From an optimization exercise on the open Yosys and OpenROAD flow, aimed at small area; shortcuts taken in it are not production practice. The RTL of this run was laid out without a check of its function. No activity file was given, so power comes from the tool's default toggle rates.

<file path="flow/config.mk">
export PLATFORM = sky130hd
export DESIGN_NAME = alu
export DESIGN_NICKNAME = alu
export VERILOG_FILES = /design/flow/design.v
export SDC_FILE = /design/flow/constraint.sdc
export NUM_CORES = 4
export LEC_CHECK = 0
export CAP_MARGIN = 20
export CORE_MARGIN = 2
export CORE_UTILIZATION = 40
export SLEW_MARGIN = 20
</file>
<file path="flow/constraint.sdc">
create_clock -name core_clock -period 6.0 [get_ports {clk}]
set_input_delay 1.2000 -clock core_clock [delete_from_list [all_inputs] [get_ports {clk}]]
set_output_delay 1.2000 -clock core_clock [all_outputs]
set_load 0.01 [all_outputs]
</file>
<file path="flow/design.v">
module black_cell (
    output logic G,        
    output logic P,        
    input  logic Gi,       
    input  logic Pi,       
    input  logic GiPrev,   
    input  logic PiPrev    
);
  wire a;
  and (a, Pi, GiPrev);
  or  (G, a, Gi);
  and (P, PiPrev, Pi);
endmodule
module gray_cell (
    output logic G,   
    input logic Gi,   
    input logic Pi,   
    input logic GiPrev   
);
  wire a;
  and (a, Pi, GiPrev);
  or  (G, a, Gi);
endmodule
module ks_adder #(
    parameter WIDTH = 8
) (
    input  logic [WIDTH-1:0] a,
    input  logic [WIDTH-1:0] b,   
    output logic [WIDTH-1:0] sum,
    output logic             carry,
    input  logic             cin
);
  wire p[7:0],g[7:0],intermediate_p[6:0],intermediate_g[6:0],intermediate2_p[6:0],intermediate2_g[6:0];
  for (genvar i = 0; i < 8; i++) begin
    xor (p[i], a[i], b[i]);
    and (g[i], a[i], b[i]);
  end
  gray_cell DUT0 (
      .Gi(g[0]),
      .Pi(p[0]),
      .GiPrev(cin),
      .G(sum_1_inp)
  );
  for (genvar i = 1; i < 8; i++) begin
    black_cell DUT50 (
        .Gi(g[i]),
        .GiPrev(g[i-1]),
        .Pi(p[i]),
        .PiPrev(p[i-1]),
        .G(intermediate_g[i-1]),
        .P(intermediate_p[i-1])
    );
  end
  gray_cell DUT1 (
      .Gi(intermediate_g[0]),
      .Pi(intermediate_p[0]),
      .GiPrev(cin),
      .G(sum_2_inp)
  );
  gray_cell DUT2 (
      .Gi(intermediate_g[1]),
      .Pi(intermediate_p[1]),
      .GiPrev(sum_1_inp),
      .G(sum_3_inp)
  );
  black_cell DUT3 (
      .Gi(intermediate_g[2]),
      .Pi(intermediate_p[2]),
      .GiPrev(intermediate_g[0]),
      .PiPrev(intermediate_p[0]),
      .G(intermediate2_g[0]),
      .P(intermediate2_p[0])
  );
  black_cell DUT4 (
      .Gi(intermediate_g[3]),
      .Pi(intermediate_p[3]),
      .GiPrev(intermediate_g[1]),
      .PiPrev(intermediate_p[1]),
      .G(intermediate2_g[1]),
      .P(intermediate2_p[1])
  );
  black_cell DUT5 (
      .Gi(intermediate_g[4]),
      .Pi(intermediate_p[4]),
      .GiPrev(intermediate_g[2]),
      .PiPrev(intermediate_p[2]),
      .G(intermediate2_g[2]),
      .P(intermediate2_p[2])
  );
  black_cell DUT6 (
      .Gi(intermediate_g[5]),
      .Pi(intermediate_p[5]),
      .GiPrev(intermediate_g[3]),
      .PiPrev(intermediate_p[3]),
      .G(intermediate2_g[3]),
      .P(intermediate2_p[3])
  );
  black_cell DUT7 (
      .Gi(intermediate_g[6]),
      .Pi(intermediate_p[6]),
      .GiPrev(intermediate_g[4]),
      .PiPrev(intermediate_p[4]),
      .G(intermediate2_g[4]),
      .P(intermediate2_p[4])
  );
  gray_cell DUT8 (
      .Gi(intermediate2_g[0]),
      .Pi(intermediate2_p[0]),
      .GiPrev(cin),
      .G(sum_4_inp)
  );
  gray_cell DUT9 (
      .Gi(intermediate2_g[1]),
      .Pi(intermediate2_p[1]),
      .GiPrev(sum_1_inp),
      .G(sum_5_inp)
  );
  gray_cell DUT10 (
      .Gi(intermediate2_g[2]),
      .Pi(intermediate2_p[2]),
      .GiPrev(sum_2_inp),
      .G(sum_6_inp)
  );
  gray_cell DUT11 (
      .Gi(intermediate2_g[3]),
      .Pi(intermediate2_p[3]),
      .GiPrev(sum_3_inp),
      .G(sum_7_inp)
  );
  black_cell DUT12 (
      .Gi(intermediate2_g[4]),
      .Pi(intermediate2_p[4]),
      .GiPrev(intermediate2_g[0]),
      .PiPrev(intermediate2_p[0]),
      .G(final_g),
      .P(final_p)
  );
  gray_cell DUT13 (
      .Gi(final_g),
      .Pi(final_p),
      .GiPrev(cin),
      .G(carry)
  );
  xor (sum[0], p[0], cin);
  xor (sum[1], p[1], sum_1_inp);
  xor (sum[2], p[2], sum_2_inp);
  xor (sum[3], p[3], sum_3_inp);
  xor (sum[4], p[4], sum_4_inp);
  xor (sum[5], p[5], sum_5_inp);
  xor (sum[6], p[6], sum_6_inp);
  xor (sum[7], p[7], sum_7_inp);
endmodule
module alu #(
    parameter WIDTH     = 8,   
    parameter BITS      = 64,   
    parameter PRECISION = 2   
) (
    input  logic                 clk,rst,        
    input  logic [     BITS-1:0] a,              
    input  logic [     BITS-1:0] b,              
    output logic [     BITS-1:0] result_final,   
    input  logic [PRECISION-1:0] precision,
    input  logic [          3:0] opcode,         
    output logic                 carry           
);
  logic carry_in,carry_in_d;   
  logic sub, sub_d;   
  logic [          6:0] enable;   
  logic [PRECISION-1:0] precision_reg;
  logic [     BITS-1:0] result;   
  logic [     BITS-1:0] result_i;
  logic [     BITS-1:0] xor_out;   
  logic [     BITS-1:0] and_out;   
  logic [     BITS-1:0] or_out;   
  logic [     BITS-1:0] setu_out;   
  logic [     WIDTH-1:0] setu_out_i;   
  logic [     BITS-1:0] setnu_out;   
  logic [     BITS-1:0] avg_add_sub_out;   
  logic [     WIDTH-1:0] setnu_out_i;   
  logic [BITS-1:0] adder_b, b_reg;   
  wire c1, c2, c3, c4, c5, c6, c7, c8, c12, c10, c14;   
  logic [BITS-1:0] a_reg, max_out, min_out;   
  logic [3:0] opcode_reg;   
  assign carry_in_d = sub_d ? 1 : 0;   
  ks_adder DUT1 (
      .a(a_reg[7:0]),
      .b(adder_b[7:0]),
      .cin(carry_in),
      .sum(result[7:0]),
      .carry(c1)
  );
  ks_adder DUT2 (
      .a(a_reg[15:8]),
      .b(adder_b[15:8]),
      .cin(c2),
      .sum(result[15:8]),
      .carry(c3)
  );
  ks_adder DUT3 (
      .a(a_reg[23:16]),
      .b(adder_b[23:16]),
      .cin(c4),
      .sum(result[23:16]),
      .carry(c5)
  );
  ks_adder DUT4 (
      .a(a_reg[31:24]),
      .b(adder_b[31:24]),
      .cin(c6),
      .sum(result[31:24]),
      .carry(c7)
  );
  ks_adder DUT5 (
      .a(a_reg[39:32]),
      .b(adder_b[39:32]),
      .cin(c8),
      .sum(result[39:32]),
      .carry(c9)
  );
  ks_adder DUT6 (
      .a(a_reg[47:40]),
      .b(adder_b[47:40]),
      .cin(c10),
      .sum(result[47:40]),
      .carry(c11)
  );
  ks_adder DUT7 (
      .a(a_reg[55:48]),
      .b(adder_b[55:48]),
      .cin(c12),
      .sum(result[55:48]),
      .carry(c13)
  );
  ks_adder DUT8 (
      .a(a_reg[63:56]),
      .b(adder_b[63:56]),
      .cin(c14),
      .sum(result[63:56]),
      .carry(carry)
  );
  always_comb begin
    unique case (precision_reg)
      2'b00:   enable = '0;
      2'b01:   enable = 7'b1010101;
      2'b10:   enable = 7'b1110111;
      2'b11:   enable = '1;
      default: enable = '0;
    endcase
  end
  assign adder_b = sub ? (~b_reg) : b_reg;
  assign and_out = a_reg & adder_b;
  assign or_out  = a_reg | adder_b;
  assign xor_out = a_reg ^ adder_b;
  assign sub_d = (opcode[2] & opcode[1]) | (opcode[3] & opcode[0] ) | (opcode[3] & opcode[1] );           
  for (genvar i = BITS - 9; i > WIDTH - 2; i = i - 8) begin
    assign avg_add_sub_out[i:i-7] = {enable[(i-7)/8] ? result[i+1] : 1'b0, result[i:i-6]};
  end
  assign avg_add_sub_out[63:56] = {1'b0, result[63:57]};
  assign c2  = enable[0] ? c1  : (sub ? 1 : 0);
  assign c4  = enable[1] ? c3  : (sub ? 1 : 0);
  assign c6  = enable[2] ? c5  : (sub ? 1 : 0);           
  assign c8  = enable[3] ? c7  : (sub ? 1 : 0);
  assign c10 = enable[4] ? c9  : (sub ? 1 : 0);
  assign c12 = enable[5] ? c11 : (sub ? 1 : 0);
  assign c14 = enable[6] ? c13 : (sub ? 1 : 0);
  always_ff @(posedge clk or posedge rst) begin
    if (rst) begin
      a_reg <= 0;
      b_reg <= 0;
      opcode_reg <= 0;
      precision_reg <= 0;
      carry_in <= 0;
      sub <= 0;
    end 
    else begin
      a_reg <= a;
      b_reg <= b;
      opcode_reg <= opcode;
      precision_reg <= precision;
      carry_in <= carry_in_d;
      sub <= sub_d;
    end
  end
  for (genvar i = 0; i < 64; i = i + 8) begin
    assign setu_out_i[i/8] = (xor_out[i+7:i]) ? 1'b0 : 1'b1;
  end
  always_comb begin
    setu_out = '0;
    unique case (precision_reg)
      2'b11: begin
        setu_out[0] = setu_out_i[0] & setu_out_i[1] & setu_out_i[2] & setu_out_i[3]
                      & setu_out_i[4] & setu_out_i[5] & setu_out_i[6] & setu_out_i[7];
      end
      2'b10: begin
        setu_out[0]  = setu_out_i[0] & setu_out_i[1] & setu_out_i[2] & setu_out_i[3];
        setu_out[32] = setu_out_i[4] & setu_out_i[5] & setu_out_i[6] & setu_out_i[7];
      end
      2'b01: begin
        setu_out[0]  = setu_out_i[0] & setu_out_i[1];
        setu_out[16] = setu_out_i[2] & setu_out_i[3];
        setu_out[32] = setu_out_i[4] & setu_out_i[5];
        setu_out[48] = setu_out_i[6] & setu_out_i[7];
      end
      2'b00: begin
        setu_out[0]  = setu_out_i[0];
        setu_out[8]  = setu_out_i[1];
        setu_out[16] = setu_out_i[2];
        setu_out[24] = setu_out_i[3];
        setu_out[32] = setu_out_i[4];
        setu_out[40] = setu_out_i[5];
        setu_out[48] = setu_out_i[6];
        setu_out[56] = setu_out_i[7];
      end
    endcase
  end
  for (genvar i = 0; i < 64; i = i + 8) begin
    assign setnu_out_i[i/8] = (xor_out[i+7:i]) ? 1'b1 : 1'b0;
  end
  always_comb begin
    setnu_out = '0;
    unique case (precision_reg)
      2'b11: begin
        setnu_out[0] = setnu_out_i[0] | setnu_out_i[1] |setnu_out_i[2] | setnu_out_i[3]
                       | setnu_out_i[4] | setnu_out_i[5] | setnu_out_i[6] | setnu_out_i[7];
      end
      2'b10: begin
        setnu_out[0]  = setnu_out_i[0] | setnu_out_i[1] | setnu_out_i[2] | setnu_out_i[3];
        setnu_out[32] = setnu_out_i[4] | setnu_out_i[5] | setnu_out_i[6] | setnu_out_i[7];
      end
      2'b01: begin
        setnu_out[0]  = setnu_out_i[0] | setnu_out_i[1];
        setnu_out[16] = setnu_out_i[2] | setnu_out_i[3];
        setnu_out[32] = setnu_out_i[4] | setnu_out_i[5];
        setnu_out[48] = setnu_out_i[6] | setnu_out_i[7];
      end
      2'b00: begin
        setnu_out[0]  = setnu_out_i[0];
        setnu_out[8]  = setnu_out_i[1];
        setnu_out[16] = setnu_out_i[2];
        setnu_out[24] = setnu_out_i[3];
        setnu_out[32] = setnu_out_i[4];
        setnu_out[40] = setnu_out_i[5];
        setnu_out[48] = setnu_out_i[6];
        setnu_out[56] = setnu_out_i[7];
      end
    endcase
  end
  always @(posedge clk or posedge rst) begin
    if (rst) begin
       result_final <= 0;
    end
    else begin
      result_final <= result_i;
    end
  end
  always_comb begin
    unique case (precision_reg)
      2'b11: begin
        if ((result[63] & adder_b[63]) | (a_reg[63] & adder_b[63]) | (result[63] & a_reg[63])) begin
          max_out = b_reg;
          min_out = a_reg;
        end
        else begin
           max_out = a_reg;
           min_out = b_reg;
        end
      end
      2'b10: begin
        if ((result[63] & adder_b[63]) | (a_reg[63] & adder_b[63]) | (result[63] & a_reg[63])) begin
          max_out[63:32] = b_reg[63:32];
          min_out[63:32] = a_reg[63:32];
        end
        else begin
           max_out[63:32] = a_reg[63:32];
           min_out[63:32] = b_reg[63:32];
        end
        if ((result[31] & adder_b[31]) | (a_reg[31] & adder_b[31]) | (result[31] & a_reg[31])) begin
          max_out[31:0] = b_reg[31:0];
          min_out[31:0] = a_reg[31:0];
        end
        else begin
           max_out[31:0] = a_reg[31:0];
          min_out[31:0] = b_reg[31:0];
        end
      end
      2'b01: begin
        if ((result[63] & adder_b[63]) | (a_reg[63] & adder_b[63]) | (result[63] & a_reg[63])) begin
          max_out[63:48] = b_reg[63:48];
          min_out[63:48] = a_reg[63:48];
        end
        else begin
           max_out[63:48] = a_reg[63:48];
           min_out[63:48] = b_reg[63:48];
        end
        if ((result[47] & adder_b[47]) | (a_reg[47] & adder_b[47]) | (result[47] & a_reg[47])) begin
          max_out[47:32] = b_reg[47:32];
          min_out[47:32] = a_reg[47:32];
        end
        else begin
           max_out[47:32] = a_reg[47:32];
           min_out[47:32] = b_reg[47:32];
        end
        if ((result[31] & adder_b[31]) | (a_reg[31] & adder_b[31]) | (result[31] & a_reg[31])) begin
          max_out[31:16] = b_reg[31:16];
          min_out[31:16] = a_reg[31:16];
        end
        else begin 
          max_out[31:16] = a_reg[31:16];
          min_out[31:16] = b_reg[31:16];
        end
        if ((result[15] & adder_b[15]) | (a_reg[15] & adder_b[15]) | (result[15] & a_reg[15])) begin
          max_out[15:0] = b_reg[15:0];
          min_out[15:0] = a_reg[15:0];
        end
        else begin
           max_out[15:0] = a_reg[15:0];
           min_out[15:0] = b_reg[15:0];
        end
      end
      2'b00: begin
        if ((result[63] & adder_b[63]) | (a_reg[63] & adder_b[63]) | (result[63] & a_reg[63])) begin
          max_out[63:56] = b_reg[63:56];
          min_out[63:56] = a_reg[63:56];
        end
        else begin
           max_out[63:56] = a_reg[63:56];
           min_out[63:56] = b_reg[63:56];
        end
        if ((result[55] & adder_b[55]) | (a_reg[55] & adder_b[55]) | (result[55] & a_reg[55])) begin
          max_out[55:48] = b_reg[55:48];
          min_out[55:48] = a_reg[55:48];
        end
        else begin
           max_out[55:48] = a_reg[55:48];
           min_out[55:48] = b_reg[55:48];
        end
        if ((result[47] & adder_b[47]) | (a_reg[47] & adder_b[47]) | (result[47] & a_reg[47])) begin
          max_out[47:40] = b_reg[47:40];
          min_out[47:40] = a_reg[47:40];
        end
        else begin 
          max_out[47:40] = a_reg[47:40];
          min_out[47:40] = b_reg[47:40];
        end
        if ((result[39] & adder_b[39]) | (a_reg[39] & adder_b[39]) | (result[39] & a_reg[39])) begin
          max_out[39:32] = b_reg[39:32];
          min_out[39:32] = a_reg[39:32];
        end
        else begin 
          max_out[39:32] = a_reg[39:32];
          min_out[39:32] = b_reg[39:32];
        end
        if ((result[31] & adder_b[31]) | (a_reg[31] & adder_b[31]) | (result[31] & a_reg[31])) begin
          max_out[31:24] = b_reg[31:24];
          min_out[31:24] = a_reg[31:24];
        end
        else begin
           max_out[31:24] = a_reg[31:24];
           min_out[31:24] = b_reg[31:24];
        end
        if ((result[23] & adder_b[23]) | (a_reg[23] & adder_b[23]) | (result[23] & a_reg[23])) begin
          max_out[23:16] = b_reg[23:16];
          min_out[23:16] = a_reg[23:16];
        end
        else begin
           max_out[23:16] = a_reg[23:16];
           min_out[23:16] = b_reg[23:16];
        end
        if ((result[15] & adder_b[15]) | (a_reg[15] & adder_b[15]) | (result[15] & a_reg[15])) begin
          max_out[15:8] = b_reg[15:8];
          min_out[15:8] = a_reg[15:8];
        end
        else begin
           max_out[15:8] = a_reg[15:8];
           min_out[15:8] = b_reg[15:8];
        end
        if ((result[7] & adder_b[7]) | (a_reg[7] & adder_b[7]) | (result[7] & a_reg[7])) begin
          max_out[7:0] = b_reg[7:0];
          min_out[7:0] = a_reg[7:0];
        end
        else begin
           max_out[7:0] = a_reg[7:0];
           min_out[7:0] = b_reg[7:0];
        end
      end
    endcase
  end
  always_comb begin
    unique case (opcode_reg)
      4'b0000: result_i = and_out;
      4'b0001: result_i = or_out;
      4'b0010: result_i = xor_out;
      4'b0011: result_i = result;
      4'b0100: result_i = setu_out;
      4'b0101: result_i = setnu_out;
      4'b0110: result_i = result;
      4'b0111: result_i = avg_add_sub_out;
      4'b1000: result_i = avg_add_sub_out;
      4'b1001: result_i = max_out;
      4'b1010: result_i = min_out;
      default: result_i = '0;
    endcase
  end
endmodule
</file>
<file path="flow/run.sh">
#!/bin/bash
# synth_recipe.tcl (not shown) runs the flow's synth.tcl, then flattens the netlist and writes it again
# the make line also repeats each setting of config.mk as NAME=value (left out here)
make -C /OpenROAD-flow-scripts/flow DESIGN_CONFIG=/design/flow/config.mk WORK_HOME=/design/flow/orfs CLKGATE_MAP_FILE= SYNTH_SCRIPT=/design/flow/synth_recipe.tcl finish
</file>
==> impl_metrics.csv <==
group,metric,value,unit
timing,layout_setup_ws,202.4,ps
timing,skew,14.45,ps
cells_and_area,fillers,2886,
clocking,clock_path_buffers,2,
timing,whs,533.0,ps
timing,setup_violations,0,
critical_path,path_class,"flop to flop",
clocking,cts_made_buffers,17,
yosys,synth_nets,1723,
critical_path,cpMostUsedCell,"buf_4",
yosys,synthCells,1444,
floorplanning,num_rows,67,
global_routing,grt_max_degree,104,
floorplanning,boundaryPins,201,
pwr,p_switching,1675,uW
clocking,cts_hold_buffers,0,
critical_path,start_kind,"flop",
pwr,vdd_drop_max,0.0002277,V
yosys,yosysTopAreaCell,"dfrtp_1",
floorplanning,core_area,0.03336,mm2
timing,max_freq,172.5,MHz
drt,drt_wl_total,45.08,mm
pwr,clockPowerShare,25.1,%
placement,routabilityCongestion,0.8978,
yosys,synthTopCellsByArea,"dfrtp_1 37%, ha_1 12%, xor2_1 5.4%, inv_1 4.1%, a221oi_1 3.6%",
pwr,p_seq_share,32.6,%
clocking,ctsRootBufferMaster,"clkbuf_16",
floorplanning,die_w,187.8,um
critical_path,cp.arrival,6160,ps
yosys,ys_warn_count,23,
global_routing,grt_first_pass_wirelength,69.83,mm
drt,drt-vias-per-instance,5.513,
timing,slew_viol_final,0,
yosys,seq_area_frac_synth,36.84,%
floorplanning,start_util,40.52,%
yosys,synthTopCellsByCount,"199 x dfrtp_1, 148 x inv_1, 128 x ha_1",
job,drv_cap,0,
cells_and_area,areaGrowthSynthToFinish,43.34,%
floorplanning,die_area,0.03528,mm2
outcome,status,"no timing/DRC/antenna violations",
placement,place.port_buffers,200,
placement,place_area,0.01755,mm2
drt,ant_nets,0,
cells_and_area,drive_gt1_share,24.16,%
yosys,yosysMostFrequentCell,"dfrtp_1",
yosys,synth-async-reset-ratio,100.0,%
critical_path,cp_max_fo,9,
yosys,syn-cell-area,0.01352,mm2
drt,drt_iter0_drc,1036,
yosys,synth.distinct_cells,81,
cells_and_area,stdcell_count,2298,
critical_path,critical-path-max-stage-delay,580,ps
global_routing,grt_pass1_vias,12750,
drt,drt_pass1_iterations,7,
timing,period_share,96.63,%
pwr,powerDensity,248.6,mW/mm2
global_routing,antenna_found_initial,0,
yosys,synth_top_area_share,36.84,%
worst_hold_path,hp-class,"flop to flop",
cells_and_area,stdcell_area,0.01938,mm2
clocking,htreeDepth,4,
placement,place_ws,-415.9,ps
floorplanning,die_h,187.8,um
global_routing,gr-total-overflow,0,
cells_and_area,antenna_cells,0,
clocking,clk_pin_slew,80,ps
placement,place_hpwl,31.83,mm
critical_path,r2r_slack,200,ps
yosys,ys_ff_latch,199,
global_routing,grt_util_all_layers,25.21,%
timing,hold_violations,0,
drt,vias,12670,
pwr,p_sw_share,34.77,%
critical_path,endpoint_kind,"flop",
clocking,cts_tree,"built",
timing,period_needed,5798,ps
drt,drc,0,
drt,wire_per_inst,19.62,um
yosys,ys.flop_type,"dfrtp_1",
critical_path,worstPathRequired,6360,ps
timing,relSlewSlack,28.86,%
pwr,p_comb_share,42.3,%
timing,tightest_slew,1067,ps
timing,rsz0062_at_grt,"true",
cells_and_area,nets,2116,
clocking,clock-sinks,199,
yosys,syn_area_per_cell,9.361,um2
pwr,power.leakage,0.008718,uW
critical_path,cp_slowest_cell,"dfrtp_4",
cells_and_area,final_util,58.08,%
pwr,internal-power,3143,uW
yosys,synth_edf_count,0,
placement,dp.cells,2241,
clocking,insertion_delay,470,ps
==> final timing paths <==
check / from / endpoint / depth (start not counted)
setup / recovery: carry_in$_DFF_PP0_ / result_final[21]$_DFF_PP0_ / 29
max in group asynchronous: rst / result_final[44]$_DFF_PP0_ / 3
min in group asynchronous: rst / a_reg[22]$_DFF_PP0_ / 2
setup reg to reg: carry_in$_DFF_PP0_ / result_final[21]$_DFF_PP0_ / 29
hold / removal: b_reg[36]$_DFF_PP0_ / result_final[36]$_DFF_PP0_ / 2
hold reg to reg: b_reg[36]$_DFF_PP0_ / result_final[36]$_DFF_PP0_ / 2
==> per-layer routing <==
metal	vias up	track usage (%)	part of all wire, %	wire length [um]
li1	5909	-	-	-
met1	6224	33.96	45	20180
met2	455	41.07	47	20990
met3	82	5.315	6.3	2853
met4	0	7.056	2.3	1051
met5	-	0	0	0
==> power groups by stage <==
stage / Combinational, uW / Clock, uW / Sequential [uW]
global placement: 1790 / 0 / 1590
finish: 2040 / 1210 / 1570
detailed placement: 1810 / 0 / 1590
floorplan: 941 / 0 / 1610
global route: 2210 / 1290 / 1580
CTS: 1860 / 1240 / 1560
==> cells by family after synthesis <==
| family | Yosys count | synth area share [%] |
|---|---|---|
| AOI/OAI and AO/OA | 457 | 23.96 |
| and+or+nand+nor | 292 | 10.36 |
| buffers and inverters | 227 | 6.423 |
| DFF | 199 | 36.84 |
| adders and majority gates | 143 | 14.07 |
| xor gates and xnor gates | 109 | 7.062 |
| muxes | 17 | 1.287 |
==> per-stage QoR <==
step	total power, uW	TNS (ps)
2_1_floorplan	2548	0
3_3_place_gp	3389	-6328
3_5_place_dp	3400	-8575
4_1_cts	4664	0
5_1_grt	5078	-617.3
6_report	4818	0
==> layout make-up <==
cell class,instances,area [um2],share of cell area (%)
Multi-Input combinational cell,1018,8607,44.42
Sequential cell,199,4984,25.72
Timing Repair Buffer,453,4056,20.93
Tap cell,448,560.5,2.893
Inverter,148,559.3,2.886
Clock buffer,19,452.9,2.337
Clock inverter,13,157.7,0.8136
==> placed cells by master, fill, tap and decap left out, drive strengths merged, types with 14 or more instances in the layout <==
cell / count
buf: 252
clkdlybuf4s50: 199
dfrtp: 199
inv: 154
ha: 128
o21ai: 124
nand2: 106
xor2: 84
a21oi: 81
nor2: 72
a221oi: 56
a22oi: 42
a221o: 34
xnor2: 25
nand2b: 24
a21o: 20
clkbuf: 20
nor4: 18
nor2b: 17
o211ai: 15
fa: 15
nand3: 14
mux2i: 14
==> what timing repair did <==
action	4_1_cts	5_1_grt
setup endpoints to repair	55	64
cloned	0	1
setup buffers	6	17
hold endpoints to repair	0	0
gates resized for setup	31	164
pin swaps	6	56
==> critical path: cells and delay by family, from the launching register on <==
family	cells	cell delay, ps
AO/OA/AOI/OAI	11	1910
buffers and inverters	8	1200
AND/OR/NAND/NOR	5	840
adder cells (fa/ha/maj)	3	820
flip-flops	1	580
XOR/XNOR	1	210
multiplexers	1	110

what the ideal ports hide:
In the flow no input, the clock included, has a driving cell. The finished layout below was timed again as built, in two steps.
Step 1 sets driving cells, clkbuf_16 on the clock port and buf_2 on the other inputs (assumed; they add their load-dependent delay and slew).
Step 2 adds t to the input delays and takes it off the output delays; t is the mean of the earliest and latest rising clock arrival at the registers after step 1. Input paths then give back, and output paths get back, about the clock's delay inside the block.
a / b / c = ideal / step 1 / step 2; a / b = the first two.
t, ns: 0.520
setup WS [ns]: 0.202 / 0.202 / 0.202
slew at the worst register clock pin (ns): 0.08 / 0.08
After both steps setup and hold are still met in this run. For this run, drivers alone change the setup slack by 0.000 ns; drivers and shift together by 0.000 ns.
